This is an optimization exercise on Yosys and OpenROAD, whose aim is small area and a short achievable clock period, not a production implementation.
At most, simulation tests tie the RTL to the original design; equivalence was not proved.
No functional check of the RTL was part of runs 4 and 5.
No activity file was given, so power comes from the tool's default toggle rates.

==> design.v <==
module FP32Adder2_align(
    input  wire [31:0] a,
    input  wire [31:0] b,
    output wire        l_sign,
    output wire [7:0]  l_exp1,    
    output wire [23:0] l_manx,    
    output wire        sub,
    output wire [23:0] t_man,     
    output wire [1:0]  t_sh       
);
    assign sub = a[31] ^ b[31];
    wire [7:0] ea = a[30:23];
    wire [7:0] eb = b[30:23];
    wire [7:0] y;
    wire       c;
    sub8 ed(.x(ea), .y(eb), .d(y), .gt(c));
    wire [7:0] s  = y ^ {8{~c}};
    wire       far = |s[7:5];                   
    wire       ha = |ea;
    wire       hb = |eb;
    wire [23:0] ta = {ha, a[22:0]};
    wire [23:0] tb = {hb, b[22:0]};
    wire [23:0] t  = c ? {1'b0, tb[23:1]} : ta;
    wire [23:0] t1 = t >> {s[3:2], 2'b00};
    assign t_man  = far ? 24'd0 : s[4] ? {16'd0, t1[23:16]} : t1;
    assign t_sh   = s[1:0];
    wire [7:0] el = c ? ea : eb;
    assign l_exp1 = el + 8'd1;
    assign l_manx = (c ? ta : tb) ^ {24{sub}};
    assign l_sign = c ? a[31] : b[31];
endmodule
module sub8(
    input  wire [7:0] x,
    input  wire [7:0] y,
    output wire [7:0] d,
    output wire       gt
);
    wire [7:0] p = x ^ ~y;
    wire [7:0] g = x & ~y;
    wire [7:0] gl [0:3];
    wire [7:0] pl [0:3];
    assign gl[0] = g;
    assign pl[0] = p;
    genvar l, i;
    generate
        for (l = 0; l < 3; l = l + 1) begin : lv
            for (i = 0; i < 8; i = i + 1) begin : bt
                if ((i >> l) & 1) begin : m
                    localparam integer J = ((i >> l) << l) - 1;
                    assign gl[l+1][i] = gl[l][i] | (pl[l][i] & gl[l][J]);
                    assign pl[l+1][i] = pl[l][i] & pl[l][J];
                end else begin : t
                    assign gl[l+1][i] = gl[l][i];
                    assign pl[l+1][i] = pl[l][i];
                end
            end
        end
    endgenerate
    assign d  = p ^ {gl[3][6:0], 1'b0};
    assign gt = gl[3][7];
endmodule
module FP32Adder2(
    input  wire        l_sign,
    input  wire [23:0] l_manx,
    input  wire        sub,
    input  wire [23:0] t_man,
    input  wire [1:0]  t_sh,
    output wire [24:0] v,         
    output wire [4:0]  sh,        
    output wire        q,         
    output wire        sign
);
    wire [23:0] B  = t_man >> t_sh;
    wire [23:0] p0 = l_manx ^ B;
    wire [23:0] g0 = l_manx & B;
    wire [23:0] G, P;
    prefix24 pt(.g(g0), .p(p0), .G(G), .P(P));
    wire        co = G[23];              
    wire [23:0] m;
    assign m[0] = sub;
    assign m[23:1] = sub ? (co ? G[22:0] | P[22:0] : ~G[22:0]) : G[22:0];
    wire [23:0] r   = p0 ^ m;
    wire        ovf = co & ~sub;         
    wire [31:0] x = {1'b0, r[23:12], r[11] | r[10], r[9:0], 1'b0, 7'h7f};
    wire [4:0]  lz;
    lzc32 lzc(.x(x), .n(lz), .z());
    wire [24:0] v0 = {ovf, r};
    assign v    = sh[4] ? {v0[8:0], 16'd0} : v0;
    assign sh   = sub ? lz : {4'd0, ~ovf};
    assign q    = sub & ~|r[23:11];
    assign sign = l_sign ^ (sub & co);
endmodule
module FP32Adder2_norm(
    input  wire [24:0] v,
    input  wire [4:0]  sh,
    input  wire        q,
    input  wire [7:0]  l_exp1,
    output wire [22:0] mant,
    output wire [7:0]  exp,
    output wire        ovf
);
    wire [24:0] n = v << sh[3:0];
    assign mant = {n[23] & ~q, n[22:1]};
    wire zero = sh[4] & sh[3];
    wire [6:0] el = {1'b0, l_exp1[4:0], 1'b1} + {1'b0, ~sh, ~q};
    wire [2:0] hm = l_exp1[7:5] - 3'd1;
    wire [7:0] e  = {el[6] ? l_exp1[7:5] : hm, el[5:1]};
    assign exp = zero ? 8'd0 : e;
    wire [7:0] d  = l_exp1 ^ {3'd0, sh};
    wire [7:0] m;
    assign m[0] = 1'b1;
    genvar i;
    generate for (i = 1; i < 8; i = i + 1) begin : tm
        assign m[i] = &l_exp1[i-1:0];
    end endgenerate
    wire top = q ? ~|d : ~|(d ^ m);
    assign ovf = ~|l_exp1 | (~zero & top);
endmodule
module prefix24(
    input  wire [23:0] g,
    input  wire [23:0] p,
    output wire [23:0] G,
    output wire [23:0] P
);
    wire [23:0] gl [0:5];
    wire [23:0] pl [0:5];
    assign gl[0] = g;
    assign pl[0] = p;
    genvar l, i;
    generate
        for (l = 0; l < 5; l = l + 1) begin : lv
            for (i = 0; i < 24; i = i + 1) begin : bt
                if ((i >> l) & 1) begin : m
                    localparam integer J = ((i >> l) << l) - 1;
                    assign gl[l+1][i] = gl[l][i] | (pl[l][i] & gl[l][J]);
                    assign pl[l+1][i] = pl[l][i] & pl[l][J];
                end else begin : t
                    assign gl[l+1][i] = gl[l][i];
                    assign pl[l+1][i] = pl[l][i];
                end
            end
        end
    endgenerate
    assign G = gl[5];
    assign P = pl[5];
endmodule
module lzc32(
    input  wire [31:0] x,
    output wire [4:0]  n,
    output wire        z
);
    wire [15:0] a1;  wire [15:0] c1;
    wire [7:0]  a2;  wire [15:0] c2;
    wire [3:0]  a3;  wire [11:0] c3;
    wire [1:0]  a4;  wire [7:0]  c4;
    genvar i;
    generate
        for (i = 0; i < 16; i = i + 1) begin : l1
            assign a1[i] = x[2*i+1] | x[2*i];
            assign c1[i] = ~x[2*i+1];
        end
        for (i = 0; i < 8; i = i + 1) begin : l2
            assign a2[i] = a1[2*i+1] | a1[2*i];
            assign c2[2*i+1:2*i] = a1[2*i+1] ? {1'b0, c1[2*i+1]} : {1'b1, c1[2*i]};
        end
        for (i = 0; i < 4; i = i + 1) begin : l3
            assign a3[i] = a2[2*i+1] | a2[2*i];
            assign c3[3*i+2:3*i] = a2[2*i+1] ? {1'b0, c2[4*i+3:4*i+2]} : {1'b1, c2[4*i+1:4*i]};
        end
        for (i = 0; i < 2; i = i + 1) begin : l4
            assign a4[i] = a3[2*i+1] | a3[2*i];
            assign c4[4*i+3:4*i] = a3[2*i+1] ? {1'b0, c3[6*i+5:6*i+3]} : {1'b1, c3[6*i+2:6*i]};
        end
    endgenerate
    assign z = ~(a4[1] | a4[0]);
    assign n = a4[1] ? {1'b0, c4[7:4]} : {1'b1, c4[3:0]};
endmodule
module SyncFP32Adder2(
    input wire [31:0] a,
    input wire [31:0] b,
    output wire [31:0] S,
    output wire Overflow,
    input wire clk,
    input wire rst
);
    wire        l_sign_d, sub_d;
    wire [7:0]  l_exp1_d;
    wire [23:0] l_manx_d;
    wire [23:0] t_man_d;
    wire [1:0]  t_sh_d;
    FP32Adder2_align align(
        .a(a), .b(b),
        .l_sign(l_sign_d), .l_exp1(l_exp1_d), .l_manx(l_manx_d),
        .sub(sub_d), .t_man(t_man_d), .t_sh(t_sh_d)
    );
    reg        l_sign_q, sub_q;
    reg [7:0]  l_exp1_q;
    reg [23:0] l_manx_q;
    reg [23:0] t_man_q;
    reg [1:0]  t_sh_q;
    wire [24:0] v_d;
    wire [4:0]  sh_d;
    wire        q_d, sign_d;
    FP32Adder2 add(
        .l_sign(l_sign_q), .l_manx(l_manx_q),
        .sub(sub_q), .t_man(t_man_q), .t_sh(t_sh_q),
        .v(v_d), .sh(sh_d), .q(q_d), .sign(sign_d)
    );
    reg [24:0] v_q;
    reg [4:0]  sh_q;
    reg        q_q, sign_q;
    reg [7:0]  l_exp1_2q;
    reg first;
    always @(posedge clk, posedge rst) begin
        if (rst) first <= 1'b1;
        else     first <= 1'b0;
    end
    always @(posedge clk) begin
        l_sign_q  <= l_sign_d;
        sub_q     <= sub_d;
        l_exp1_q  <= l_exp1_d;
        l_manx_q  <= l_manx_d;
        t_man_q   <= t_man_d;
        t_sh_q    <= t_sh_d;
    end
    always @(posedge clk, posedge rst) begin
        if (rst) begin
            v_q       <= 25'd0;
            sh_q      <= 5'd1;
            q_q       <= 1'b0;
            sign_q    <= 1'b0;
            l_exp1_2q <= 8'd1;
        end else begin
            v_q       <= first ? 25'd0 : v_d;
            sh_q      <= sh_d | {first, first, 3'd0};
            q_q       <= q_d;
            sign_q    <= sign_d & ~first;
            l_exp1_2q <= l_exp1_q | {7'd0, first};
        end
    end
    wire [22:0] mant;
    wire [7:0]  exp;
    wire        ovf;
    FP32Adder2_norm norm(
        .v(v_q), .sh(sh_q), .q(q_q), .l_exp1(l_exp1_2q),
        .mant(mant), .exp(exp), .ovf(ovf)
    );
    assign S = {sign_q, exp, mant};
    assign Overflow = ovf;
endmodule
==> flow/run.sh <==
#!/bin/bash
set -euo pipefail
export BUFFER_PORTS_ARGS="-buffer_cell sky130_fd_sc_hd__buf_1"
export RECOVER_POWER=100
bash standard.sh > make.log 2>&1
==> standard.sh <==
#!/bin/bash
# synth_recipe.tcl (not shown) runs the flow's synth.tcl, then flattens the netlist and writes it again
# the make line also repeats each setting of config.mk as NAME=value (left out here)
make -C /OpenROAD-flow-scripts/flow DESIGN_CONFIG=/design/flow/config.mk WORK_HOME=/design/flow/orfs CLKGATE_MAP_FILE= SYNTH_SCRIPT=/design/flow/synth_recipe.tcl "${@:-finish}"
==> config.mk <==
export PLATFORM = sky130hd
export DESIGN_NAME = SyncFP32Adder2
export DESIGN_NICKNAME = SyncFP32Adder2
export VERILOG_FILES = /design/flow/design.v
export SDC_FILE = /design/flow/constraint.sdc
export NUM_CORES = 8
export LEC_CHECK = 0
export ABC_AREA = 1
export CAP_MARGIN = 20
export CORE_MARGIN = 2
export CORE_UTILIZATION = 55
export CTS_BUF_LIST = sky130_fd_sc_hd__clkbuf_8
export PLACE_DENSITY = 0.8
export SETUP_SLACK_MARGIN = 5
export SLEW_MARGIN = 20
==> constraint.sdc <==
create_clock -name core_clock -period 9.5 [get_ports {clk}]
set_input_delay 1.9000 -clock core_clock [delete_from_list [all_inputs] [get_ports {clk}]]
set_output_delay 1.9000 -clock core_clock [all_outputs]
set_load 0.01 [all_outputs]
==> report_table.html, run 1 <==
<table>
<tr><th>Metric</th><th>Value</th></tr>
<tr><th colspan="2">Outcome</th></tr>
<tr><td>Run status</td><td>failed layout checks</td></tr>
<tr><td>Reasons for failing layout checks</td><td>max-capacitance violations, max-slew violations</td></tr>
<tr><th colspan="2">Worst setup path</th></tr>
<tr><td>Cells on worst reg2reg path</td><td>24</td></tr>
<tr><td>Buf/Inv on CP</td><td>2</td></tr>
<tr><td>Type of the worst setup path</td><td>input port to register</td></tr>
<tr><td>Capturing element type of the critical path</td><td>register</td></tr>
<tr><td>Setup slack of the most critical reg-to-reg path</td><td>3.08 ns</td></tr>
<tr><td>Crit-path cells</td><td>buf_1, ha_1, fa_1, nand3_1, nand2_1, nand4_1, nand2_1, clkbuf_1, xor2_1, nand2_1, a21oi_1</td></tr>
<tr><td>Worst r2r dst</td><td>v_q[7]</td></tr>
<tr><td>Cell repeated most along the worst path</td><td>nand2_1</td></tr>
<tr><td>Cell family with the largest share of critical-path delay</td><td>buffers and inverters</td></tr>
<tr><td>Critical path depth</td><td>11</td></tr>
<tr><td>Signal arrival time at the worst endpoint</td><td>6.66 ns</td></tr>
<tr><td>Startpoint type of the worst setup path</td><td>input port</td></tr>
<tr><td>Critical path required time</td><td>9.74 ns</td></tr>
<tr><td>Startpoint of the worst-slack reg-to-reg timing path</td><td>t_sh_q[0]</td></tr>
<tr><td>Delay of the slowest cell on the worst path</td><td>2.08 ns</td></tr>
<tr><td>Maximum fanout along the worst path</td><td>69</td></tr>
<tr><td>Slowest stage cell on the critical path</td><td>clkbuf_1</td></tr>
<tr><th colspan="2">Routing</th></tr>
<tr><td>Top sig layer</td><td>met4</td></tr>
<tr><td>Via count</td><td>8744</td></tr>
<tr><td>Routed met2 length</td><td>10900 microns</td></tr>
<tr><td>1st-pass router iterations</td><td>5</td></tr>
<tr><td>Routed wirelength normalized by instance count</td><td>14.0 microns</td></tr>
<tr><td>Via-to-Cell Ratio</td><td>5.38</td></tr>
<tr><td>WL final</td><td>22800 microns</td></tr>
<tr><td>Wire length on met3</td><td>1370 microns</td></tr>
<tr><td>Number of routed nets with antenna violations</td><td>0</td></tr>
<tr><td>Violation count after the first detailed-routing iteration</td><td>623</td></tr>
<tr><td>Post-route met1 wirelength</td><td>9750 microns</td></tr>
<tr><td>DRC</td><td>0</td></tr>
<tr><th colspan="2">Placement</th></tr>
<tr><td>Cell area after placement</td><td>0.00901 sq mm</td></tr>
<tr><td>Dpl cells</td><td>1587</td></tr>
<tr><td>IO buf count</td><td>98</td></tr>
<tr><td>Sum of net half-perimeters after detailed placement</td><td>17400 microns</td></tr>
<tr><td>GP Congestion</td><td>0.989</td></tr>
<tr><th colspan="2">Cells and area</th></tr>
<tr><td>Diode count</td><td>0</td></tr>
<tr><td>Nets</td><td>1519</td></tr>
<tr><td>Share of the core filled with cells</td><td>0.612</td></tr>
<tr><td>Area Growth Syn to Fin</td><td>8.65%</td></tr>
<tr><td>Non-filler instance count after layout</td><td>1625</td></tr>
<tr><td>Layout cells sized above 1</td><td>0.0707</td></tr>
<tr><td>Non-Filler Cell Area, Final</td><td>0.00934 sq mm</td></tr>
<tr><th colspan="2">Power</th></tr>
<tr><td>Power per standard cell area</td><td>231 mW/mm^2</td></tr>
<tr><td>Pleak</td><td>4.70 nW</td></tr>
<tr><td>Maximum resistive drop on vdd</td><td>0.0894 mV</td></tr>
<tr><th colspan="2">Logic synthesis</th></tr>
<tr><td>Post-synthesis instance area</td><td>0.00859 sq mm</td></tr>
<tr><td>Net count after synthesis</td><td>1438</td></tr>
<tr><td>Number of synthesized flops with an enable pin</td><td>0</td></tr>
<tr><td>FF+latch count, synth</td><td>100</td></tr>
<tr><td>Number of distinct standard cells referenced by the synthesized netlist</td><td>59</td></tr>
<tr><td>Number of standard cells after synthesis</td><td>1328</td></tr>
<tr><td>Ys flop type</td><td>dfxtp_1</td></tr>
<tr><td>Sequential-to-total area share from yosys stat</td><td>0.257</td></tr>
<tr><td>Average footprint of a synthesized cell</td><td>6.47 sq um</td></tr>
<tr><td>Largest cells by area after synthesis</td><td>nand2_1 (18%), dfxtp_1 (14%), dfrtp_1 (11%)</td></tr>
<tr><td>Synth area leader</td><td>nand2_1</td></tr>
<tr><td>Fraction of post-synthesis cell area in the top cell type by area</td><td>0.180</td></tr>
<tr><td>Yosys Warn Count</td><td>3</td></tr>
<tr><td>Async set-or-reset flop fraction in the synthesized netlist</td><td>0.400</td></tr>
<tr><th colspan="2">Clock network</th></tr>
<tr><td>Clock tree from TritonCTS</td><td>yes</td></tr>
<tr><td>Number of levels in the clock H-tree</td><td>3</td></tr>
<tr><td>Cts-stage hold buffer count</td><td>0</td></tr>
<tr><td>Clock insertion delay at the later pin of the skew report</td><td>0.39 ns</td></tr>
<tr><td>CTS Buf Count</td><td>9</td></tr>
<tr><td>Longest Clk Path Bufs</td><td>2</td></tr>
<tr><td># clock sinks</td><td>100</td></tr>
<tr><td>Clock Root Buffer</td><td>clkbuf_8</td></tr>
<tr><td>Register clock-pin slew on the reported worst setup and hold paths</td><td>0.10 ns</td></tr>
<tr><th colspan="2">Min path</th></tr>
<tr><td>Min-Delay Path Class</td><td>register to register</td></tr>
<tr><td>Worst Hold End</td><td>l_exp1_2q[4]</td></tr>
<tr><td>Count of cells along the worst hold path</td><td>0</td></tr>
<tr><td>Source of the worst hold timing path</td><td>l_exp1_q[4]</td></tr>
<tr><th colspan="2">STA</th></tr>
<tr><td>Slew @ Worst Pin</td><td>2.90 ns</td></tr>
<tr><td>Worst slew margin relative to its limit</td><td>-0.933</td></tr>
<tr><td>Max-slew violation count</td><td>111</td></tr>
<tr><td>Fmax achieved</td><td>156 MHz</td></tr>
<tr><td>Final clock skew</td><td>0.0136 ns</td></tr>
<tr><td>Fin crit share</td><td>0.677</td></tr>
<tr><td># setup viols final</td><td>0</td></tr>
<tr><td>Setup repair after global routing missed its margin</td><td>false</td></tr>
<tr><td>Total negative slack for setup checks</td><td>0 ns</td></tr>
<tr><td>Final period demand of the worst path</td><td>6.43 ns</td></tr>
<tr><td>Final Hold Violating Endpoints</td><td>0</td></tr>
<tr><th colspan="2">GRT</th></tr>
<tr><td>Initial antenna violation count</td><td>0</td></tr>
<tr><td>First-pass GRT wire length</td><td>36200 microns</td></tr>
<tr><td>Vias in the first global route</td><td>7573</td></tr>
<tr><td>Global route overflow</td><td>0</td></tr>
<tr><td>Total GRT Usage</td><td>0.271</td></tr>
<tr><td>Largest net degree at the start of global routing</td><td>70</td></tr>
<tr><th colspan="2">Floorplan</th></tr>
<tr><td>Initial Utilization</td><td>0.563</td></tr>
<tr><td>Count of standard-cell rows</td><td>45</td></tr>
<tr><td>Total Die Area</td><td>0.0166 sq mm</td></tr>
<tr><td>Die outline width</td><td>129 microns</td></tr>
<tr><td>I/O pin count</td><td>99</td></tr>
<tr><td>DIE HEIGHT</td><td>129 microns</td></tr>
<tr><td>Core box area</td><td>0.0153 sq mm</td></tr>
<tr><th colspan="2">Job</th></tr>
<tr><td>Number of maximum-capacitance constraint violations</td><td>2</td></tr>
</table>
routing by layer:
metal | track usage | up-vias
met3 | 0.0370 | 54
met5 | 0 | -
met4 | 0.109 | 0
met2 | 0.471 | 334
li1 | - | 4470
met1 | 0.339 | 3886
stage by stage:
stage          setup slack, ns  hold slack [ns]  power [W]
2_1_floorplan             5.22            0.316    0.00154
4_1_cts                   4.93            0.332    0.00212
3_3_place_gp              4.13            0.319    0.00182
6_report                  3.07            0.331    0.00215
5_1_grt                   2.53            0.343    0.00234
3_5_place_dp              4.06            0.320    0.00184
cell usage in the layout (no fill, tap or decap), drive strengths merged, types with 58 or more instances in the layout:
cell and n:
nand2 427, a21oi 58, o21ai 137, buf 113, dfxtp 60, nor2 116
inv 143, nand3 76
kinds of logic after synthesis:
logic type | synth area share
AOI/OAI and AO/OA | 0.160
xor gates and xnor gates | 0.0479
adders and majority gates | 0.0676
buffers and inverters | 0.0941
DFF | 0.257
muxes | 0.0466
other | 0.000436
and+or+nand+nor | 0.326
synthesized netlist by cell type, types with 6 or more instances:
cell and number:
nand4_1 9, nand2_1 411, clkbuf_1 36, nand3_1 72, buf_1 7, nor3_1 12, a21oi_1 56, dfxtp_1 60
mux2i_1 40, nand2_2 10, nor2_1 89, nand2_4 6, ha_1 40, inv_1 137, xnor2_1 7, o21ai_0 131
buf_2 7, xor2_1 40, a211oi_1 6, a31oi_1 6, nor2_2 22, dfrtp_1 37
final cells by class:
cell class	instances	area (sq um)
Clock buffer	9	124
Clock inverter	7	48.8
Fill cell	1506	5920
Inverter	146	582
Multi-Input combinational cell	1028	5570
Sequential cell	100	2220
Tap cell	211	264
Timing Repair Buffer	120	509
Timing Repair inverter	4	20.0
power by group:
part           switching [W]  internal [W]  total, W  leakage [nW]
Clock               0.000155     0.0000963  0.000251        0.0917
Combinational       0.000873      0.000442   0.00132          3.62
Sequential         0.0000694      0.000516  0.000586         0.991
sequential cells by signal, summed over array words and instances, names as in the netlist, 2 cells and up:
signal     count
v_q           24
t_sh_q         2
l_exp1_2q      8
l_exp1_q       8
sh_q           5
l_manx_q      24
t_man_q       24
how the worst max path moves through the flow:
stage / start / slack [ns] / endpoint
floorplan: b[23] / 5.22 / t_man_q[0]
global route: t_sh_q[0] / 2.53 / v_q[16]
CTS: sh_q[3] / 4.93 / S[30]
detailed placement: b[23] / 4.06 / t_man_q[0]
finish: a[23] / 3.07 / t_man_q[13]
global placement: b[23] / 4.13 / t_man_q[0]
timing repair:
| item | in CTS | in global routing |
|---|---|---|
| cloned | 4 | 1 |
| setup endpoints to repair | 57 | 54 |
| buffers inserted | 5 | 12 |
| resized for setup | 19 | 16 |
| pin swaps | 0 | 2 |
==> inputs of run 2 (changes only) <==
==> flow/run.sh (replaced) <==
#!/bin/bash
set -euo pipefail
export BUFFER_PORTS_ARGS="-buffer_cell sky130_fd_sc_hd__buf_1"
bash standard.sh > make.log 2>&1
--- a/config.mk
+++ b/config.mk
@@ -8,8 +8,8 @@
 export ABC_AREA = 1
 export CAP_MARGIN = 20
 export CORE_MARGIN = 2
-export CORE_UTILIZATION = 55
+export CORE_UTILIZATION = 65
 export CTS_BUF_LIST = sky130_fd_sc_hd__clkbuf_8
-export PLACE_DENSITY = 0.8
+export PLACE_DENSITY = 0.9
 export SETUP_SLACK_MARGIN = 5
 export SLEW_MARGIN = 20
==> report_table.html, run 2 <==
<table>
<tr><th>Metric</th><th>Value</th></tr>
<tr><th colspan="2">Worst setup path</th></tr>
<tr><td>Slowest stage cell on the critical path</td><td>dfstp_4</td></tr>
<tr><td>Capturing element type of the critical path</td><td>output port</td></tr>
<tr><td>Crit-path cells</td><td>clkinvlp_4, ha_1, a21oi_1, o21bai_1, nand2_1, inv_1, o21ai_1, nand2_1, o21ai_0, a21oi_1, buf_1</td></tr>
<tr><td>Signal arrival time at the worst endpoint</td><td>2.47 ns</td></tr>
<tr><td>Buf/Inv on CP</td><td>3</td></tr>
<tr><td>Startpoint type of the worst setup path</td><td>register</td></tr>
<tr><td>Delay of the slowest cell on the worst path</td><td>0.71 ns</td></tr>
<tr><td>Type of the worst setup path</td><td>register to output port</td></tr>
<tr><td>Cell family with the largest share of critical-path delay</td><td>flip-flops</td></tr>
<tr><td>Maximum fanout along the worst path</td><td>8</td></tr>
<tr><td>Critical path required time</td><td>7.60 ns</td></tr>
<tr><th colspan="2">Power</th></tr>
<tr><td>Pleak</td><td>4.77 nW</td></tr>
<tr><td>Combinational power share</td><td>0.611</td></tr>
<tr><td>Maximum resistive drop on vdd</td><td>0.0967 mV</td></tr>
<tr><td>Fraction of power spent switching nets</td><td>0.513</td></tr>
<tr><td>Reported net switching power</td><td>0.00113 W</td></tr>
<tr><td>Power per standard cell area</td><td>233 mW/mm^2</td></tr>
<tr><td>Portion of total power attributed to the clock network</td><td>0.123</td></tr>
<tr><td>Power, Total</td><td>0.00221 W</td></tr>
<tr><td>P_int</td><td>0.00108 W</td></tr>
<tr><td>Sequential group share of total power</td><td>0.267</td></tr>
<tr><th colspan="2">STA</th></tr>
<tr><td>Fin crit share</td><td>0.460</td></tr>
<tr><td>Max-slew violation count</td><td>0</td></tr>
<tr><td>Final Hold Violating Endpoints</td><td>0</td></tr>
<tr><td>Final clock skew</td><td>0.0138 ns</td></tr>
<tr><td>Worst slew margin relative to its limit</td><td>0.364</td></tr>
<tr><td>Fmax achieved</td><td>229 MHz</td></tr>
<tr><td>Slew @ Worst Pin</td><td>0.952 ns</td></tr>
<tr><td>Final period demand of the worst path</td><td>4.37 ns</td></tr>
<tr><td>Total negative slack for setup checks</td><td>0 ns</td></tr>
<tr><td>Setup repair after global routing missed its margin</td><td>true</td></tr>
<tr><td>Smallest setup slack after layout</td><td>5.13 ns</td></tr>
<tr><td># setup viols final</td><td>0</td></tr>
<tr><th colspan="2">Placement</th></tr>
<tr><td>GP Congestion</td><td>0.923</td></tr>
<tr><td>Sum of net half-perimeters after detailed placement</td><td>17300 microns</td></tr>
<tr><td>Dpl ws</td><td>4.07 ns</td></tr>
<tr><td>IO buf count</td><td>98</td></tr>
<tr><td>Dpl cells</td><td>1552</td></tr>
<tr><th colspan="2">Cells and area</th></tr>
<tr><td>Diode count</td><td>0</td></tr>
<tr><td>Area Growth Syn to Fin</td><td>10.1%</td></tr>
<tr><td>Largest registers in the final layout</td><td>l_manx_q x24, t_man_q x24, v_q x24</td></tr>
<tr><td>Nets</td><td>1524</td></tr>
<tr><td>Non-filler instance count after layout</td><td>1595</td></tr>
<tr><td>Leading cell type in the layout, fill and taps excluded</td><td>nand2_1</td></tr>
<tr><td>Area of the multi-input gates</td><td>0.00565 sq mm</td></tr>
<tr><td>Area used by sequential logic in the layout</td><td>0.00222 sq mm</td></tr>
<tr><td>Filler Cell Count</td><td>1082</td></tr>
<tr><td>Layout cells sized above 1</td><td>0.0937</td></tr>
<tr><td>Most frequent cells in the layout</td><td>nand2_1 (409), inv_1 (132), o21ai_0 (125)</td></tr>
<tr><td>Share of the core filled with cells</td><td>0.723</td></tr>
<tr><th colspan="2">Logic synthesis</th></tr>
<tr><td>Leading cell type by number of instances after synthesis</td><td>nand2_1</td></tr>
<tr><td>Yosys Warn Count</td><td>3</td></tr>
<tr><td>Largest cells by area after synthesis</td><td>nand2_1 (18%), dfxtp_1 (14%), dfrtp_1 (11%)</td></tr>
<tr><td>Number of distinct standard cells referenced by the synthesized netlist</td><td>59</td></tr>
<tr><td>Fraction of post-synthesis cell area in the top cell type by area</td><td>0.180</td></tr>
<tr><td>Commonest cells in the netlist</td><td>nand2_1 (411), inv_1 (137), o21ai_0 (131), nor2_1 (89), nand3_1 (72)</td></tr>
<tr><td>Post-synthesis instance area</td><td>0.00859 sq mm</td></tr>
<tr><td>Number of standard cells after synthesis</td><td>1328</td></tr>
<tr><td>Sequential-to-total area share from yosys stat</td><td>0.257</td></tr>
<tr><td>Number of synthesized flops with an enable pin</td><td>0</td></tr>
<tr><td>FF+latch count, synth</td><td>100</td></tr>
<tr><td>Net count after synthesis</td><td>1438</td></tr>
<tr><td>Ys flop type</td><td>dfxtp_1</td></tr>
<tr><td>Synth area leader</td><td>nand2_1</td></tr>
<tr><td>Async set-or-reset flop fraction in the synthesized netlist</td><td>0.400</td></tr>
<tr><td>Average footprint of a synthesized cell</td><td>6.47 sq um</td></tr>
<tr><th colspan="2">Routing</th></tr>
<tr><td>Via count</td><td>9006</td></tr>
<tr><td>DRC</td><td>0</td></tr>
<tr><td>Via-to-Cell Ratio</td><td>5.65</td></tr>
<tr><td>Routed wirelength normalized by instance count</td><td>14.4 microns</td></tr>
<tr><td>WL final</td><td>23000 microns</td></tr>
<tr><td>Number of routed nets with antenna violations</td><td>0</td></tr>
<tr><td>Violation count after the first detailed-routing iteration</td><td>675</td></tr>
<tr><td>1st-pass router iterations</td><td>5</td></tr>
<tr><th colspan="2">Clock network</th></tr>
<tr><td>Longest Clk Path Bufs</td><td>2</td></tr>
<tr><td># clock sinks</td><td>100</td></tr>
<tr><td>Register clock-pin slew on the reported worst setup and hold paths</td><td>0.11 ns</td></tr>
<tr><td>Clock tree from TritonCTS</td><td>yes</td></tr>
<tr><td>Clock insertion delay at the later pin of the skew report</td><td>0.39 ns</td></tr>
<tr><td>Clock Root Buffer</td><td>clkbuf_8</td></tr>
<tr><td>Number of levels in the clock H-tree</td><td>3</td></tr>
<tr><td>CTS Buf Count</td><td>9</td></tr>
<tr><th colspan="2">GRT</th></tr>
<tr><td>First-pass GRT wire length</td><td>36500 microns</td></tr>
<tr><td>Largest net degree at the start of global routing</td><td>70</td></tr>
<tr><td>Vias in the first global route</td><td>7947</td></tr>
<tr><td>Initial antenna violation count</td><td>0</td></tr>
<tr><td>Total GRT Usage</td><td>0.314</td></tr>
<tr><td>Global route overflow</td><td>0</td></tr>
<tr><th colspan="2">Floorplan</th></tr>
<tr><td>Core box area</td><td>0.0131 sq mm</td></tr>
<tr><td>DIE HEIGHT</td><td>119 microns</td></tr>
<tr><td>Total Die Area</td><td>0.0142 sq mm</td></tr>
<tr><td>I/O pin count</td><td>99</td></tr>
<tr><td>Die outline width</td><td>119 microns</td></tr>
<tr><td>Count of standard-cell rows</td><td>42</td></tr>
<tr><td>Initial Utilization</td><td>0.657</td></tr>
<tr><th colspan="2">Min path</th></tr>
<tr><td>Min-Delay Path Class</td><td>register to register</td></tr>
<tr><th colspan="2">Job</th></tr>
<tr><td>Number of maximum-capacitance constraint violations</td><td>0</td></tr>
<tr><th colspan="2">Outcome</th></tr>
<tr><td>Run status</td><td>no timing/DRC/antenna violations</td></tr>
</table>
[run 2: routing by layer]
metal  vias up  global-route usage  part of all wire
met5         -                   0                 0
met4         0               0.123             0.035
met3        69              0.0469             0.075
met2       417               0.557              0.49
met1      4038               0.381              0.40
li1       4482                   -                 -
[run 2: layout make-up]
class / instances / area share
multi-input cells: 1028 / 0.598
repair inverters: 4 / 0.00212
repair buffers: 125 / 0.0609
clock buffers: 9 / 0.0131
well taps: 176 / 0.0233
flip-flops and latches: 100 / 0.235
clock inverters: 7 / 0.00714
inverters: 146 / 0.0610
[run 2: kinds of logic (layout without fill, tap and decap cells)]
kind of cell               after synthesis  count (layout)  share of synthesized area
other                                    1               1                   0.000436
DFF                                    100             100                      0.257
adders and majority gates               44              44                     0.0676
AOI/OAI and AO/OA                      244             244                      0.160
muxes                                   40              40                     0.0466
xor gates and xnor gates                47              47                     0.0479
and+or+nand+nor                        651             652                      0.326
buffers and inverters                  201             291                     0.0941
[run 2: what timing repair did]
action / in CTS / in global routing
hold buffers: 0 / 0
cloned: 4 / 1
setup endpoints to repair: 69 / 55
hold endpoints to repair: 0 / 0
pin swaps: 0 / 2
buffers inserted: 6 / 16
resized for setup: 17 / 16
[run 2: worst register-to-register path, delay by kind of cell, from the launching register on]
family | cells | cell delay (ns)
buf+inv | 3 | 0.47
compound gates | 1 | 0.33
simple gates | 18 | 2.33
flops | 1 | 0.52
fa+ha+maj | 1 | 0.42
[run 2: metrics by stage]
stage | hold slack [ns] | area, sq um
6_report | 0.333 | 9460
5_1_grt | 0.339 | 9460
4_1_cts | 0.334 | 9270
3_5_place_dp | 0.320 | 8970
3_3_place_gp | 0.318 | 8970
2_1_floorplan | 0.316 | 8590
[run 2: final timing paths]
kind	slack [ns]	from	end	cells after the start
max reg2reg	5.32	t_sh_q[1]	v_q[7]	23
min in group asynchronous	1.58	rst	l_exp1_2q[7]	3
min	0.33	l_exp1_q[5]	l_exp1_2q[5]	0
min reg2reg	0.33	l_exp1_q[5]	l_exp1_2q[5]	0
max in group asynchronous	7.55	rst	sh_q[3]	3
max	5.13	sh_q[0]	S[27]	11
[run 2: power groups by stage]
stage	Combinational, W	Clock [W]	Sequential, W
floorplan	0.000992	0	0.000553
global placement	0.00120	0	0.000602
detailed placement	0.00123	0	0.000605
CTS	0.00127	0.000272	0.000591
global route	0.00150	0.000290	0.000597
finish	0.00135	0.000271	0.000589
==> inputs of run 3 (changes only) <==
--- a/config.mk
+++ b/config.mk
@@ -8,8 +8,8 @@
 export ABC_AREA = 1
 export CAP_MARGIN = 20
 export CORE_MARGIN = 2
-export CORE_UTILIZATION = 65
-export CTS_BUF_LIST = sky130_fd_sc_hd__clkbuf_8
-export PLACE_DENSITY = 0.9
+export CORE_UTILIZATION = 55
+export CTS_BUF_LIST = sky130_fd_sc_hd__clkbuf_4 sky130_fd_sc_hd__clkbuf_8
+export PLACE_DENSITY = 0.8
 export SETUP_SLACK_MARGIN = 5
 export SLEW_MARGIN = 20
==> report_table.html, run 3 <==
<table>
<tr><th>Metric</th><th>Value</th></tr>
<tr><th colspan="2">GRT</th></tr>
<tr><td>Vias in the first global route</td><td>7573</td></tr>
<tr><td>Global route overflow</td><td>0</td></tr>
<tr><td>Initial antenna violation count</td><td>0</td></tr>
<tr><td>First-pass GRT wire length</td><td>36200 microns</td></tr>
<tr><td>Largest net degree at the start of global routing</td><td>70</td></tr>
<tr><td>Total GRT Usage</td><td>0.271</td></tr>
<tr><th colspan="2">Logic synthesis</th></tr>
<tr><td>Arithmetic-cell share of the synthesized area counting full adders, half adders and majority gates</td><td>0.0676</td></tr>
<tr><td>Number of standard cells after synthesis</td><td>1328</td></tr>
<tr><td>Ys flop type</td><td>dfxtp_1</td></tr>
<tr><td>Async set-or-reset flop fraction in the synthesized netlist</td><td>0.400</td></tr>
<tr><td>Commonest cells in the netlist</td><td>nand2_1 (411), inv_1 (137), o21ai_0 (131), nor2_1 (89), nand3_1 (72)</td></tr>
<tr><td>Number of synthesized flops with an enable pin</td><td>0</td></tr>
<tr><td>Average footprint of a synthesized cell</td><td>6.47 sq um</td></tr>
<tr><td>Post-synthesis instance area</td><td>0.00859 sq mm</td></tr>
<tr><td>Sequential-to-total area share from yosys stat</td><td>0.257</td></tr>
<tr><td>Combinational family with the most area after synthesis</td><td>simple AND/OR/NAND/NOR gates</td></tr>
<tr><td>Simple-Gate Fraction of Synth Area</td><td>0.326</td></tr>
<tr><td>Largest cells by area after synthesis</td><td>nand2_1 (18%), dfxtp_1 (14%), dfrtp_1 (11%)</td></tr>
<tr><td>Leading cell type by number of instances after synthesis</td><td>nand2_1</td></tr>
<tr><td>Complex-gate fraction of the synthesized area</td><td>0.160</td></tr>
<tr><td>Fraction of post-synthesis cell area in the top cell type by area</td><td>0.180</td></tr>
<tr><td>Net count after synthesis</td><td>1438</td></tr>
<tr><td>FF+latch count, synth</td><td>100</td></tr>
<tr><td>Fraction of synthesized area in multiplexers</td><td>0.0466</td></tr>
<tr><td>Yosys Warn Count</td><td>3</td></tr>
<tr><td>Number of distinct standard cells referenced by the synthesized netlist</td><td>59</td></tr>
<tr><td>Synth area leader</td><td>nand2_1</td></tr>
<tr><td>XOR/XNOR Fraction of Synth Area</td><td>0.0479</td></tr>
<tr><th colspan="2">Routing</th></tr>
<tr><td>Violation count after the first detailed-routing iteration</td><td>557</td></tr>
<tr><td>DRC</td><td>0</td></tr>
<tr><td>1st-pass router iterations</td><td>7</td></tr>
<tr><td>Routed wirelength normalized by instance count</td><td>14.0 microns</td></tr>
<tr><td>Number of routed nets with antenna violations</td><td>0</td></tr>
<tr><td>Via count</td><td>8759</td></tr>
<tr><td>WL final</td><td>22800 microns</td></tr>
<tr><td>Via-to-Cell Ratio</td><td>5.39</td></tr>
<tr><th colspan="2">Clock network</th></tr>
<tr><td>Number of levels in the clock H-tree</td><td>3</td></tr>
<tr><td>Clock insertion delay at the later pin of the skew report</td><td>0.39 ns</td></tr>
<tr><td># clock sinks</td><td>100</td></tr>
<tr><td>Cts-stage hold buffer count</td><td>0</td></tr>
<tr><td>Register clock-pin slew on the reported worst setup and hold paths</td><td>0.09 ns</td></tr>
<tr><td>Longest Clk Path Bufs</td><td>2</td></tr>
<tr><td>Clock tree from TritonCTS</td><td>yes</td></tr>
<tr><td>CTS Buf Count</td><td>9</td></tr>
<tr><td>Clock Root Buffer</td><td>clkbuf_8</td></tr>
<tr><th colspan="2">STA</th></tr>
<tr><td>Fmax achieved</td><td>227 MHz</td></tr>
<tr><td># setup viols final</td><td>0</td></tr>
<tr><td>Setup repair after global routing missed its margin</td><td>false</td></tr>
<tr><td>Total negative slack for setup checks</td><td>0 ns</td></tr>
<tr><td>Final clock skew</td><td>0.0120 ns</td></tr>
<tr><td>Final period demand of the worst path</td><td>4.40 ns</td></tr>
<tr><td>Max-slew violation count</td><td>0</td></tr>
<tr><td>Slew @ Worst Pin</td><td>0.987 ns</td></tr>
<tr><td>Fin crit share</td><td>0.463</td></tr>
<tr><td>Final Hold Violating Endpoints</td><td>0</td></tr>
<tr><td>Worst slew margin relative to its limit</td><td>0.342</td></tr>
<tr><th colspan="2">Worst setup path</th></tr>
<tr><td>Critical path required time</td><td>7.60 ns</td></tr>
<tr><td>Cells on worst reg2reg path</td><td>24</td></tr>
<tr><td>Origin of the worst setup path</td><td>l_exp1_2q[0]</td></tr>
<tr><td>Buf/Inv on CP</td><td>3</td></tr>
<tr><td>Crit-path cells</td><td>inv_1, fa_1, nor2_1, a211oi_2, o21ai_2, a21oi_2, buf_4, xor2_1, nor2_1, buf_1</td></tr>
<tr><td>Delay of the slowest cell on the worst path</td><td>0.55 ns</td></tr>
<tr><td>Type of the worst setup path</td><td>register to output port</td></tr>
<tr><td>Startpoint of the worst-slack reg-to-reg timing path</td><td>t_sh_q[0]</td></tr>
<tr><td>Capturing element type of the critical path</td><td>output port</td></tr>
<tr><td>Setup slack of the most critical reg-to-reg path</td><td>5.33 ns</td></tr>
<tr><td>Startpoint type of the worst setup path</td><td>register</td></tr>
<tr><td>Critical path depth</td><td>10</td></tr>
<tr><td>Cell repeated most along the worst path</td><td>nor2_1</td></tr>
<tr><td>End point of the critical path</td><td>S[28]</td></tr>
<tr><td>Maximum fanout along the worst path</td><td>3</td></tr>
<tr><td>Slowest stage cell on the critical path</td><td>dfstp_2</td></tr>
<tr><td>Signal arrival time at the worst endpoint</td><td>2.50 ns</td></tr>
<tr><td>Cell family with the largest share of critical-path delay</td><td>flip-flops</td></tr>
<tr><td>Worst r2r dst</td><td>v_q[6]</td></tr>
<tr><th colspan="2">Outcome</th></tr>
<tr><td>Run status</td><td>no timing/DRC/antenna violations</td></tr>
<tr><th colspan="2">Placement</th></tr>
<tr><td>Sum of net half-perimeters after detailed placement</td><td>17400 microns</td></tr>
<tr><td>GP Congestion</td><td>0.989</td></tr>
<tr><td>IO buf count</td><td>98</td></tr>
<tr><th colspan="2">Cells and area</th></tr>
<tr><td>Largest registers in the final layout</td><td>l_manx_q x24, t_man_q x24, v_q x24</td></tr>
<tr><td>Nets</td><td>1519</td></tr>
<tr><td>Layout cells sized above 1</td><td>0.0905</td></tr>
<tr><td>Leading cell type in the layout, fill and taps excluded</td><td>nand2_1</td></tr>
<tr><td>Diode count</td><td>0</td></tr>
<tr><td>Filler Cell Count</td><td>1483</td></tr>
<tr><td>Area Growth Syn to Fin</td><td>10.1%</td></tr>
<tr><td>Most frequent cells in the layout</td><td>nand2_1 (409), inv_1 (133), o21ai_0 (128)</td></tr>
<tr><th colspan="2">Power</th></tr>
<tr><td>Power per standard cell area</td><td>230 mW/mm^2</td></tr>
<tr><td>Maximum resistive drop on vdd</td><td>0.0911 mV</td></tr>
<tr><td>Power, Total</td><td>0.00218 W</td></tr>
<tr><td>Pleak</td><td>4.75 nW</td></tr>
<tr><th colspan="2">Floorplan</th></tr>
<tr><td>Core box area</td><td>0.0153 sq mm</td></tr>
<tr><td>Count of standard-cell rows</td><td>45</td></tr>
<tr><td>Total Die Area</td><td>0.0166 sq mm</td></tr>
<tr><td>DIE HEIGHT</td><td>129 microns</td></tr>
<tr><td>Initial Utilization</td><td>0.563</td></tr>
<tr><td>I/O pin count</td><td>99</td></tr>
<tr><td>Die outline width</td><td>129 microns</td></tr>
<tr><th colspan="2">Min path</th></tr>
<tr><td>Min-Delay Path Class</td><td>register to register</td></tr>
<tr><th colspan="2">Job</th></tr>
<tr><td>Number of maximum-capacitance constraint violations</td><td>0</td></tr>
</table>
[run 3: timing repair]
action / in CTS / in global routing
pin swaps: 0 / 2
endpoints found under the setup margin: 57 / 54
gates resized for setup: 19 / 16
cloned: 4 / 1
buffers inserted: 5 / 12
[run 3: layer usage]
metal / share of wire / vias up / track usage
li1: - / 4478 / -
met1: 0.43 / 3908 / 0.339
met2: 0.48 / 320 / 0.471
met3: 0.057 / 53 / 0.0370
met4: 0.038 / 0 / 0.109
met5: 0 / - / 0
[run 3: worst min-delay path by stage]
stage	from	to	cells past startpoint
finish	l_exp1_q[4]	l_exp1_2q[4]	0
global route	l_exp1_q[7]	l_exp1_2q[7]	0
CTS	l_exp1_q[4]	l_exp1_2q[4]	0
detailed placement	l_exp1_q[4]	l_exp1_2q[4]	0
global placement	l_exp1_q[5]	l_exp1_2q[5]	0
floorplan	l_exp1_q[1]	l_exp1_2q[1]	0
[run 3: cells by family after synthesis]
logic type	count (synthesis)
buf+inv	201
other cells	1
simple gates	651
fa+ha+maj	44
compound gates	244
flops	100
xor+xnor	47
mux	40
[run 3: final cells by class]
cell class | instances | area [sq um] | area share
multi-input combinational | 1028 | 5660 | 0.598
timing repair inverter | 4 | 20.0 | 0.00212
tap | 211 | 264 | 0.0279
clock buffer | 10 | 131 | 0.0139
clock inverter | 6 | 45.0 | 0.00476
sequential | 100 | 2220 | 0.235
inverter | 146 | 582 | 0.0615
timing repair buffer | 120 | 536 | 0.0566
[run 3: metrics by stage]
| step | instance area (sq um) | setup slack [ns] | hold WS, ns | util | std cells |
|---|---|---|---|---|---|
| after floorplan | 8590 | 5.22 | 0.316 | - | 1328 |
| after global placement | 9010 | 4.13 | 0.319 | 0.591 | 1587 |
| after detailed placement | 9010 | 4.06 | 0.320 | 0.591 | 1587 |
| after CTS | 9300 | 4.93 | 0.332 | 0.610 | 1612 |
| after global routing | 9460 | 4.99 | 0.343 | 0.620 | 1625 |
| final | 9460 | 5.10 | 0.331 | 0.620 | 1625 |
[run 3: power by group]
| group | switching (W) | internal (W) |
|---|---|---|
| Combinational | 0.000885 | 0.000450 |
| Sequential | 0.0000698 | 0.000518 |
| Clock | 0.000156 | 0.000100 |
==> inputs of run 4 (changes only) <==
--- a/design.v
+++ b/design.v
@@ -6,7 +6,7 @@
     output wire [23:0] l_manx,    
     output wire        sub,
     output wire [23:0] t_man,     
-    output wire [1:0]  t_sh       
+    output wire [2:0]  t_sh       
 );
     assign sub = a[31] ^ b[31];
     wire [7:0] ea = a[30:23];
@@ -21,9 +21,9 @@
     wire [23:0] ta = {ha, a[22:0]};
     wire [23:0] tb = {hb, b[22:0]};
     wire [23:0] t  = c ? {1'b0, tb[23:1]} : ta;
-    wire [23:0] t1 = t >> {s[3:2], 2'b00};
+    wire [23:0] t1 = s[3] ? {8'd0, t[23:8]} : t;
     assign t_man  = far ? 24'd0 : s[4] ? {16'd0, t1[23:16]} : t1;
-    assign t_sh   = s[1:0];
+    assign t_sh   = s[2:0];
     wire [7:0] el = c ? ea : eb;
     assign l_exp1 = el + 8'd1;
     assign l_manx = (c ? ta : tb) ^ {24{sub}};
@@ -64,7 +64,7 @@
     input  wire [23:0] l_manx,
     input  wire        sub,
     input  wire [23:0] t_man,
-    input  wire [1:0]  t_sh,
+    input  wire [2:0]  t_sh,
     output wire [24:0] v,         
     output wire [4:0]  sh,        
     output wire        q,         
@@ -187,7 +187,7 @@
     wire [7:0]  l_exp1_d;
     wire [23:0] l_manx_d;
     wire [23:0] t_man_d;
-    wire [1:0]  t_sh_d;
+    wire [2:0]  t_sh_d;
     FP32Adder2_align align(
         .a(a), .b(b),
         .l_sign(l_sign_d), .l_exp1(l_exp1_d), .l_manx(l_manx_d),
@@ -197,7 +197,7 @@
     reg [7:0]  l_exp1_q;
     reg [23:0] l_manx_q;
     reg [23:0] t_man_q;
-    reg [1:0]  t_sh_q;
+    reg [2:0]  t_sh_q;
     wire [24:0] v_d;
     wire [4:0]  sh_d;
     wire        q_d, sign_d;
--- a/config.mk
+++ b/config.mk
@@ -9,7 +9,7 @@
 export CAP_MARGIN = 20
 export CORE_MARGIN = 2
 export CORE_UTILIZATION = 55
-export CTS_BUF_LIST = sky130_fd_sc_hd__clkbuf_4 sky130_fd_sc_hd__clkbuf_8
+export CTS_BUF_LIST = sky130_fd_sc_hd__clkbuf_8
 export PLACE_DENSITY = 0.8
 export SETUP_SLACK_MARGIN = 5
 export SLEW_MARGIN = 20
==> report_table.html, run 4 <==
<table>
<tr><th>Metric</th><th>Value</th></tr>
<tr><th colspan="2">Cells and area</th></tr>
<tr><td>Diode count</td><td>0</td></tr>
<tr><td>Filler Cell Count</td><td>1446</td></tr>
<tr><td>Layout cells sized above 1</td><td>0.0966</td></tr>
<tr><td>Area Growth Syn to Fin</td><td>13.1%</td></tr>
<tr><td>Most frequent cells in the layout</td><td>nand2_1 (430), inv_1 (123), o21ai_0 (114)</td></tr>
<tr><td>Share of the core filled with cells</td><td>0.635</td></tr>
<tr><td>Non-filler instance count after layout</td><td>1638</td></tr>
<tr><td>Nets</td><td>1555</td></tr>
<tr><td>Largest registers in the final layout</td><td>l_manx_q x24, t_man_q x24, v_q x24</td></tr>
<tr><td>Leading cell type in the layout, fill and taps excluded</td><td>nand2_1</td></tr>
<tr><th colspan="2">Min path</th></tr>
<tr><td>Source of the worst hold timing path</td><td>l_exp1_q[7]</td></tr>
<tr><td>Count of cells along the worst hold path</td><td>0</td></tr>
<tr><td>Worst Hold End</td><td>l_exp1_2q[7]</td></tr>
<tr><td>Min-Delay Path Class</td><td>register to register</td></tr>
<tr><th colspan="2">STA</th></tr>
<tr><td>Fmax achieved</td><td>230 MHz</td></tr>
<tr><td># setup viols final</td><td>0</td></tr>
<tr><td>Final period demand of the worst path</td><td>4.36 ns</td></tr>
<tr><td>Final Hold Violating Endpoints</td><td>0</td></tr>
<tr><td>Max-slew violation count</td><td>0</td></tr>
<tr><td>Slew @ Worst Pin</td><td>0.575 ns</td></tr>
<tr><td>Final clock skew</td><td>0.0182 ns</td></tr>
<tr><td>Fin crit share</td><td>0.459</td></tr>
<tr><td>Worst slew margin relative to its limit</td><td>0.616</td></tr>
<tr><td>Setup repair after global routing missed its margin</td><td>true</td></tr>
<tr><td>Total negative slack for setup checks</td><td>0 ns</td></tr>
<tr><th colspan="2">Worst setup path</th></tr>
<tr><td>Maximum fanout along the worst path</td><td>6</td></tr>
<tr><td>Worst r2r dst</td><td>v_q[23]</td></tr>
<tr><td>Cells on worst reg2reg path</td><td>29</td></tr>
<tr><td>Origin of the worst setup path</td><td>l_exp1_2q[0]</td></tr>
<tr><td>Startpoint type of the worst setup path</td><td>register</td></tr>
<tr><td>Setup slack of the most critical reg-to-reg path</td><td>5.34 ns</td></tr>
<tr><td>Critical path required time</td><td>7.60 ns</td></tr>
<tr><td>Startpoint of the worst-slack reg-to-reg timing path</td><td>t_sh_q[0]</td></tr>
<tr><td>Signal arrival time at the worst endpoint</td><td>2.46 ns</td></tr>
<tr><td>Type of the worst setup path</td><td>register to output port</td></tr>
<tr><td>Capturing element type of the critical path</td><td>output port</td></tr>
<tr><th colspan="2">Clock network</th></tr>
<tr><td>Clock insertion delay at the later pin of the skew report</td><td>0.38 ns</td></tr>
<tr><td>Longest Clk Path Bufs</td><td>2</td></tr>
<tr><td>CTS Buf Count</td><td>9</td></tr>
<tr><td>Clock tree from TritonCTS</td><td>yes</td></tr>
<tr><td>Cts-stage hold buffer count</td><td>0</td></tr>
<tr><td>Number of levels in the clock H-tree</td><td>3</td></tr>
<tr><td>Clock Root Buffer</td><td>clkbuf_8</td></tr>
<tr><td># clock sinks</td><td>101</td></tr>
<tr><td>Register clock-pin slew on the reported worst setup and hold paths</td><td>0.10 ns</td></tr>
<tr><th colspan="2">Logic synthesis</th></tr>
<tr><td>Async set-or-reset flop fraction in the synthesized netlist</td><td>0.396</td></tr>
<tr><td>Yosys Warn Count</td><td>3</td></tr>
<tr><td>Sequential-to-total area share from yosys stat</td><td>0.262</td></tr>
<tr><td>Fraction of post-synthesis cell area in the top cell type by area</td><td>0.191</td></tr>
<tr><td>Synth area leader</td><td>nand2_1</td></tr>
<tr><td>Ys flop type</td><td>dfxtp_1</td></tr>
<tr><td>Number of synthesized flops with an enable pin</td><td>0</td></tr>
<tr><td>Commonest cells in the netlist</td><td>nand2_1 (433), inv_1 (130), o21ai_0 (123), nor2_1 (110), nand3_1 (70)</td></tr>
<tr><td>Number of standard cells after synthesis</td><td>1341</td></tr>
<tr><td>Largest cells by area after synthesis</td><td>nand2_1 (19%), dfxtp_1 (14%), dfrtp_1 (11%)</td></tr>
<tr><td>FF+latch count, synth</td><td>101</td></tr>
<tr><td>Post-synthesis instance area</td><td>0.00851 sq mm</td></tr>
<tr><td>Net count after synthesis</td><td>1451</td></tr>
<tr><td>Number of distinct standard cells referenced by the synthesized netlist</td><td>52</td></tr>
<tr><td>Average footprint of a synthesized cell</td><td>6.35 sq um</td></tr>
<tr><td>Leading cell type by number of instances after synthesis</td><td>nand2_1</td></tr>
<tr><th colspan="2">GRT</th></tr>
<tr><td>Largest net degree at the start of global routing</td><td>66</td></tr>
<tr><td>Initial antenna violation count</td><td>0</td></tr>
<tr><td>Vias in the first global route</td><td>7608</td></tr>
<tr><td>Total GRT Usage</td><td>0.259</td></tr>
<tr><td>First-pass GRT wire length</td><td>34900 microns</td></tr>
<tr><td>Global route overflow</td><td>0</td></tr>
<tr><th colspan="2">Routing</th></tr>
<tr><td>1st-pass router iterations</td><td>5</td></tr>
<tr><td>Via-to-Cell Ratio</td><td>5.34</td></tr>
<tr><td>WL final</td><td>22000 microns</td></tr>
<tr><td>Via count</td><td>8747</td></tr>
<tr><td>Routed wirelength normalized by instance count</td><td>13.4 microns</td></tr>
<tr><td>Violation count after the first detailed-routing iteration</td><td>492</td></tr>
<tr><td>DRC</td><td>0</td></tr>
<tr><td>Number of routed nets with antenna violations</td><td>0</td></tr>
<tr><th colspan="2">Power</th></tr>
<tr><td>Power per standard cell area</td><td>269 mW/mm^2</td></tr>
<tr><td>Combinational power share</td><td>0.658</td></tr>
<tr><td>Fraction of power spent switching nets</td><td>0.525</td></tr>
<tr><td>Power, Total</td><td>0.00259 W</td></tr>
<tr><td>Maximum resistive drop on vdd</td><td>0.0923 mV</td></tr>
<tr><td>P_int</td><td>0.00123 W</td></tr>
<tr><td>Pleak</td><td>4.84 nW</td></tr>
<tr><td>Portion of total power attributed to the clock network</td><td>0.105</td></tr>
<tr><td>Sequential group share of total power</td><td>0.237</td></tr>
<tr><td>Reported net switching power</td><td>0.00136 W</td></tr>
<tr><th colspan="2">Placement</th></tr>
<tr><td>GP Congestion</td><td>0.962</td></tr>
<tr><td>Dpl cells</td><td>1577</td></tr>
<tr><td>IO buf count</td><td>98</td></tr>
<tr><td>Sum of net half-perimeters after detailed placement</td><td>16700 microns</td></tr>
<tr><th colspan="2">Floorplan</th></tr>
<tr><td>Die outline width</td><td>128 microns</td></tr>
<tr><td>I/O pin count</td><td>99</td></tr>
<tr><td>Count of standard-cell rows</td><td>45</td></tr>
<tr><td>Initial Utilization</td><td>0.562</td></tr>
<tr><td>Total Die Area</td><td>0.0165 sq mm</td></tr>
<tr><td>Core box area</td><td>0.0151 sq mm</td></tr>
<tr><td>DIE HEIGHT</td><td>128 microns</td></tr>
<tr><th colspan="2">Job</th></tr>
<tr><td>Number of maximum-capacitance constraint violations</td><td>0</td></tr>
<tr><th colspan="2">Outcome</th></tr>
<tr><td>Run status</td><td>no timing/DRC/antenna violations</td></tr>
</table>
run 4: cell families (layout without fill, tap and decap cells):
group | Yosys count | count (layout) | synth area share
other cells | 1 | 1 | 0.000441
flops | 101 | 101 | 0.262
buf+inv | 198 | 305 | 0.0920
fa+ha+maj | 44 | 44 | 0.0682
simple gates | 685 | 687 | 0.341
mux | 32 | 32 | 0.0376
compound gates | 236 | 236 | 0.154
xor+xnor | 44 | 44 | 0.0453
run 4: worst max-delay path by stage:
| stage | to | slack (ns) | cells after the start |
|---|---|---|---|
| finish | S[30] | 5.14 | 12 |
| CTS | S[30] | 5.00 | 11 |
| global route | S[30] | 4.93 | 12 |
| global placement | t_man_q[6] | 4.22 | 15 |
| floorplan | t_man_q[6] | 5.30 | 13 |
| detailed placement | t_man_q[6] | 4.13 | 15 |
run 4: what timing repair did:
| action | CTS | global route |
|---|---|---|
| pin swaps | 0 | 11 |
| setup endpoints to repair | 59 | 68 |
| buffers inserted | 4 | 34 |
| resized for setup | 18 | 42 |
| cloned | 4 | 3 |
run 4: stage by stage:
| stage | setup slack (ns) | cell area, sq um | hold slack [ns] |
|---|---|---|---|
| 6_report | 5.14 | 9620 | 0.334 |
| 3_5_place_dp | 4.13 | 8920 | 0.320 |
| 2_1_floorplan | 5.30 | 8510 | 0.316 |
| 5_1_grt | 4.93 | 9620 | 0.340 |
| 3_3_place_gp | 4.22 | 8920 | 0.319 |
| 4_1_cts | 5.00 | 9220 | 0.334 |
run 4: area by class of cell:
| class | instances | area, sq um | share of cell area |
|---|---|---|---|
| repair inverters | 5 | 30.0 | 0.00312 |
| clock inverters | 6 | 65.1 | 0.00676 |
| well taps | 188 | 235 | 0.0244 |
| repair buffers | 142 | 731 | 0.0759 |
| multi-input cells | 1044 | 5620 | 0.584 |
| clock buffers | 10 | 138 | 0.0143 |
| flip-flops and latches | 101 | 2240 | 0.233 |
| inverters | 142 | 564 | 0.0586 |
run 4: power by group through the flow:
| stage | combinational [W] | sequential (W) | clock, W |
|---|---|---|---|
| final | 0.00170 | 0.000614 | 0.000273 |
| after global routing | 0.00193 | 0.000627 | 0.000297 |
| after CTS | 0.00159 | 0.000619 | 0.000276 |
| after detailed placement | 0.00156 | 0.000627 | 0 |
| after global placement | 0.00153 | 0.000622 | 0 |
| after floorplan | 0.00126 | 0.000570 | 0 |
run 4: routing by layer:
metal	GRT usage	vias up	routed length [microns]
met5	0	-	0
met4	0.120	0	843
met3	0.0345	55	1040
met2	0.438	260	10600
met1	0.331	3853	9550
li1	-	4579	-
run 4: worst max-delay path, cell delays in order (launching register included):
cell and delay, ns:
dfstp_2 0.58, inv_1 0.10, fa_2 0.41, nor2_1 0.11, nor2_1 0.04, nor2_1 0.11, nor2_2 0.07, o21ai_2 0.15
a21oi_2 0.11, nand2_1 0.09, o21ai_1 0.06, a21oi_1 0.12, buf_2 0.15
==> inputs of run 5 (changes only) <==
--- a/design.v
+++ b/design.v
@@ -6,7 +6,7 @@
     output wire [23:0] l_manx,    
     output wire        sub,
     output wire [23:0] t_man,     
-    output wire [2:0]  t_sh       
+    output wire [1:0]  t_sh       
 );
     assign sub = a[31] ^ b[31];
     wire [7:0] ea = a[30:23];
@@ -21,9 +21,9 @@
     wire [23:0] ta = {ha, a[22:0]};
     wire [23:0] tb = {hb, b[22:0]};
     wire [23:0] t  = c ? {1'b0, tb[23:1]} : ta;
-    wire [23:0] t1 = s[3] ? {8'd0, t[23:8]} : t;
+    wire [23:0] t1 = t >> {s[3:2], 2'b00};
     assign t_man  = far ? 24'd0 : s[4] ? {16'd0, t1[23:16]} : t1;
-    assign t_sh   = s[2:0];
+    assign t_sh   = s[1:0];
     wire [7:0] el = c ? ea : eb;
     assign l_exp1 = el + 8'd1;
     assign l_manx = (c ? ta : tb) ^ {24{sub}};
@@ -64,7 +64,7 @@
     input  wire [23:0] l_manx,
     input  wire        sub,
     input  wire [23:0] t_man,
-    input  wire [2:0]  t_sh,
+    input  wire [1:0]  t_sh,
     output wire [24:0] v,         
     output wire [4:0]  sh,        
     output wire        q,         
@@ -81,7 +81,7 @@
     assign m[23:1] = sub ? (co ? G[22:0] | P[22:0] : ~G[22:0]) : G[22:0];
     wire [23:0] r   = p0 ^ m;
     wire        ovf = co & ~sub;         
-    wire [31:0] x = {1'b0, r[23:12], r[11] | r[10], r[9:0], 1'b0, 7'h7f};
+    wire [31:0] x = {1'b0, r, 7'h7f};
     wire [4:0]  lz;
     lzc32 lzc(.x(x), .n(lz), .z());
     wire [24:0] v0 = {ovf, r};
@@ -100,11 +100,11 @@
     output wire        ovf
 );
     wire [24:0] n = v << sh[3:0];
-    assign mant = {n[23] & ~q, n[22:1]};
-    wire zero = sh[4] & sh[3];
-    wire [6:0] el = {1'b0, l_exp1[4:0], 1'b1} + {1'b0, ~sh, ~q};
+    assign mant = q ? {1'b0, n[23:2]} : n[23:1];
+    wire zero = sh[4] & sh[3] & sh[0];   
+    wire [5:0] el = {1'b0, l_exp1[4:0]} - {1'b0, sh};
     wire [2:0] hm = l_exp1[7:5] - 3'd1;
-    wire [7:0] e  = {el[6] ? l_exp1[7:5] : hm, el[5:1]};
+    wire [7:0] e  = {el[5] ? hm : l_exp1[7:5], el[4:0]};
     assign exp = zero ? 8'd0 : e;
     wire [7:0] d  = l_exp1 ^ {3'd0, sh};
     wire [7:0] m;
@@ -113,7 +113,7 @@
     generate for (i = 1; i < 8; i = i + 1) begin : tm
         assign m[i] = &l_exp1[i-1:0];
     end endgenerate
-    wire top = q ? ~|d : ~|(d ^ m);
+    wire top = ~|(d ^ m);
     assign ovf = ~|l_exp1 | (~zero & top);
 endmodule
 module prefix24(
@@ -187,7 +187,7 @@
     wire [7:0]  l_exp1_d;
     wire [23:0] l_manx_d;
     wire [23:0] t_man_d;
-    wire [2:0]  t_sh_d;
+    wire [1:0]  t_sh_d;
     FP32Adder2_align align(
         .a(a), .b(b),
         .l_sign(l_sign_d), .l_exp1(l_exp1_d), .l_manx(l_manx_d),
@@ -197,7 +197,7 @@
     reg [7:0]  l_exp1_q;
     reg [23:0] l_manx_q;
     reg [23:0] t_man_q;
-    reg [2:0]  t_sh_q;
+    reg [1:0]  t_sh_q;
     wire [24:0] v_d;
     wire [4:0]  sh_d;
     wire        q_d, sign_d;
@@ -232,7 +232,7 @@
             l_exp1_2q <= 8'd1;
         end else begin
             v_q       <= first ? 25'd0 : v_d;
-            sh_q      <= sh_d | {first, first, 3'd0};
+            sh_q      <= sh_d | {first, first, 2'd0, first};
             q_q       <= q_d;
             sign_q    <= sign_d & ~first;
             l_exp1_2q <= l_exp1_q | {7'd0, first};
==> report_table.html, run 5 <==
<table>
<tr><th>Metric</th><th>Value</th></tr>
<tr><th colspan="2">STA</th></tr>
<tr><td>Smallest setup slack after layout</td><td>5.05 ns</td></tr>
<tr><td>Slew @ Worst Pin</td><td>0.762 ns</td></tr>
<tr><td>Final clock skew</td><td>0.00732 ns</td></tr>
<tr><td>Setup repair after global routing missed its margin</td><td>true</td></tr>
<tr><td>Max-slew violation count</td><td>0</td></tr>
<tr><td>Final Hold Violating Endpoints</td><td>0</td></tr>
<tr><td># setup viols final</td><td>0</td></tr>
<tr><td>Worst slew margin relative to its limit</td><td>0.492</td></tr>
<tr><th colspan="2">Logic synthesis</th></tr>
<tr><td>FF+latch count, synth</td><td>100</td></tr>
<tr><td>Async set-or-reset flop fraction in the synthesized netlist</td><td>0.400</td></tr>
<tr><td>Post-synthesis instance area</td><td>0.00876 sq mm</td></tr>
<tr><td>Sequential-to-total area share from yosys stat</td><td>0.252</td></tr>
<tr><td>Number of standard cells after synthesis</td><td>1392</td></tr>
<tr><td>Ys flop type</td><td>dfxtp_1</td></tr>
<tr><td>Largest cells by area after synthesis</td><td>nand2_1 (19%), dfxtp_1 (14%), dfrtp_1 (11%)</td></tr>
<tr><td>Leading cell type by number of instances after synthesis</td><td>nand2_1</td></tr>
<tr><td>Synth area leader</td><td>nand2_1</td></tr>
<tr><th colspan="2">GRT</th></tr>
<tr><td>Initial antenna violation count</td><td>0</td></tr>
<tr><td>Global route overflow</td><td>0</td></tr>
<tr><td>Largest net degree at the start of global routing</td><td>66</td></tr>
<tr><td>Vias in the first global route</td><td>8068</td></tr>
<tr><th colspan="2">Floorplan</th></tr>
<tr><td>DIE HEIGHT</td><td>130 microns</td></tr>
<tr><td>I/O pin count</td><td>99</td></tr>
<tr><th colspan="2">Cells and area</th></tr>
<tr><td>Leading cell type in the layout, fill and taps excluded</td><td>nand2_1</td></tr>
<tr><td>Diode count</td><td>0</td></tr>
<tr><td>Filler Cell Count</td><td>1517</td></tr>
<tr><td>Most frequent cells in the layout</td><td>nand2_1 (443), inv_1 (155), o21ai_0 (130)</td></tr>
<tr><th colspan="2">Routing</th></tr>
<tr><td>Via-to-Cell Ratio</td><td>5.33</td></tr>
<tr><td>WL final</td><td>23000 microns</td></tr>
<tr><td>Via count</td><td>8995</td></tr>
<tr><th colspan="2">Clock network</th></tr>
<tr><td>Number of levels in the clock H-tree</td><td>3</td></tr>
<tr><td>Clock tree from TritonCTS</td><td>yes</td></tr>
<tr><td>CTS Buf Count</td><td>9</td></tr>
<tr><td>Clock Root Buffer</td><td>clkbuf_8</td></tr>
<tr><td># clock sinks</td><td>100</td></tr>
<tr><td>Register clock-pin slew on the reported worst setup and hold paths</td><td>0.09 ns</td></tr>
<tr><th colspan="2">Min path</th></tr>
<tr><td>Min-Delay Path Class</td><td>register to register</td></tr>
<tr><th colspan="2">Worst setup path</th></tr>
<tr><td>Cell repeated most along the worst path</td><td>o21ai_0</td></tr>
<tr><td>Capturing element type of the critical path</td><td>output port</td></tr>
<tr><td>Crit-path cells</td><td>clkbuf_2, o21ai_0, nor2_1, o21ai_0, o21ai_0, nand2_1, o21ai_0, buf_1</td></tr>
<tr><td>Delay of the slowest cell on the worst path</td><td>0.73 ns</td></tr>
<tr><td>Buf/Inv on CP</td><td>2</td></tr>
<tr><td>Signal arrival time at the worst endpoint</td><td>2.55 ns</td></tr>
<tr><td>Startpoint type of the worst setup path</td><td>register</td></tr>
<tr><th colspan="2">Placement</th></tr>
<tr><td>Dpl ws</td><td>4.19 ns</td></tr>
<tr><td>IO buf count</td><td>98</td></tr>
<tr><td>Sum of net half-perimeters after detailed placement</td><td>18100 microns</td></tr>
<tr><th colspan="2">Power</th></tr>
<tr><td>Power per standard cell area</td><td>235 mW/mm^2</td></tr>
<tr><th colspan="2">Outcome</th></tr>
<tr><td>Run status</td><td>no timing/DRC/antenna violations</td></tr>
</table>
[run 5: per-stage QoR]
step | instance area (sq um) | std cells | power [W]
3_5_place_dp | 9200 | 1655 | 0.00193
4_1_cts | 9480 | 1675 | 0.00222
6_report | 9690 | 1689 | 0.00228
3_3_place_gp | 9200 | 1655 | 0.00191
2_1_floorplan | 8760 | 1392 | 0.00160
5_1_grt | 9690 | 1689 | 0.00250
[run 5: metal layers]
layer | track usage | share of wire | vias up | wire, microns
met4 | 0.120 | 0.036 | 0 | 828
met3 | 0.0349 | 0.056 | 64 | 1280
met1 | 0.340 | 0.42 | 3969 | 9750
li1 | - | - | 4636 | -
met2 | 0.485 | 0.48 | 326 | 11200
met5 | 0 | 0 | - | 0
[run 5: repair_timing]
action                     CTS  global route
gates resized for setup     17            35
pin swaps                    0             1
gates cloned                 3             3
setup endpoints to repair   74            66
hold buffers                 0             0
buffers inserted             2            11
[run 5: cell type report]
type / instances / area (sq um) / area share
timing repair buffer: 118 / 531 / 0.0548
sequential: 100 / 2220 / 0.229
inverter: 167 / 653 / 0.0674
tap: 216 / 270 / 0.0279
timing repair inverter: 4 / 30.0 / 0.00310
clock inverter: 6 / 65.1 / 0.00671
multi-input combinational: 1069 / 5800 / 0.599
clock buffer: 9 / 124 / 0.0128
[run 5: path summary, 6_finish.rpt]
path                           endpoint   startpoint  depth (start not counted)  slack (ns)
setup / recovery                  S[11]      sh_q[0]                          8        5.05
hold / removal             l_exp1_2q[1]  l_exp1_q[1]                          0        0.32
setup reg to reg                v_q[17]    t_sh_q[1]                         18        5.32
hold reg to reg            l_exp1_2q[1]  l_exp1_q[1]                          0        0.32
max in group asynchronous       sh_q[0]          rst                          3        7.54
min in group asynchronous  l_exp1_2q[6]          rst                          3        1.59
[run 5: cells by family after synthesis]
logic type | synth area share
xor gates and xnor gates | 0.0420
adders and majority gates | 0.0648
other | 0.000428
DFF | 0.252
muxes | 0.0480
AOI/OAI and AO/OA | 0.156
and+or+nand+nor | 0.336
buffers and inverters | 0.101
[run 5: power by group]
group	total [W]	switching, W	leakage (nW)	internal, W
clock	0.000262	0.000142	0.0974	0.000121
sequential	0.000589	0.0000679	0.994	0.000521
combinational	0.00143	0.000949	3.82	0.000478
total	0.00228	0.00116	4.91	0.00112

[port drivers added, routing unchanged]
No port has a modelled driver above. Below, the same layouts with a new extraction and two added sets of constraints. Step 1, drivers: a clkbuf_16 drives clk and a buf_2 each remaining input, both assumed. Step 2 adds t to the input delays and takes it off the output delays; t is the mean of the earliest and latest rising clock arrival at the registers after step 1. Input paths then give back, and output paths get back, about the clock's delay inside the block. Three values: no drivers, after step 1, after step 2; two values: the first two.
run | t (ns) | slack for setup (ns) | worst hold slack (ns) | worst setup path at the end | cell pins on the clock port's net
run 1 | 0.423 | 3.073 / 3.083 / 2.662 | 0.331 / 0.331 / 0.331 | input to register | 1
run 2 | 0.424 | 5.129 / 5.092 / 4.769 | 0.333 / 0.333 / 0.333 | input to register | 1
run 3 | 0.424 | 5.104 / 5.067 / 4.729 | 0.331 / 0.331 / 0.331 | input to register | 1
run 4 | 0.410 | 5.143 / 5.107 / 4.775 | 0.334 / 0.334 / 0.334 | input to register | 1
run 5 | 0.408 | 5.048 / 5.010 / 4.801 | 0.324 / 0.324 / 0.324 | input to register | 1
The setup slack of run 1, which loses most, moves by +0.010 ns with the drivers and by -0.411 ns with both steps.
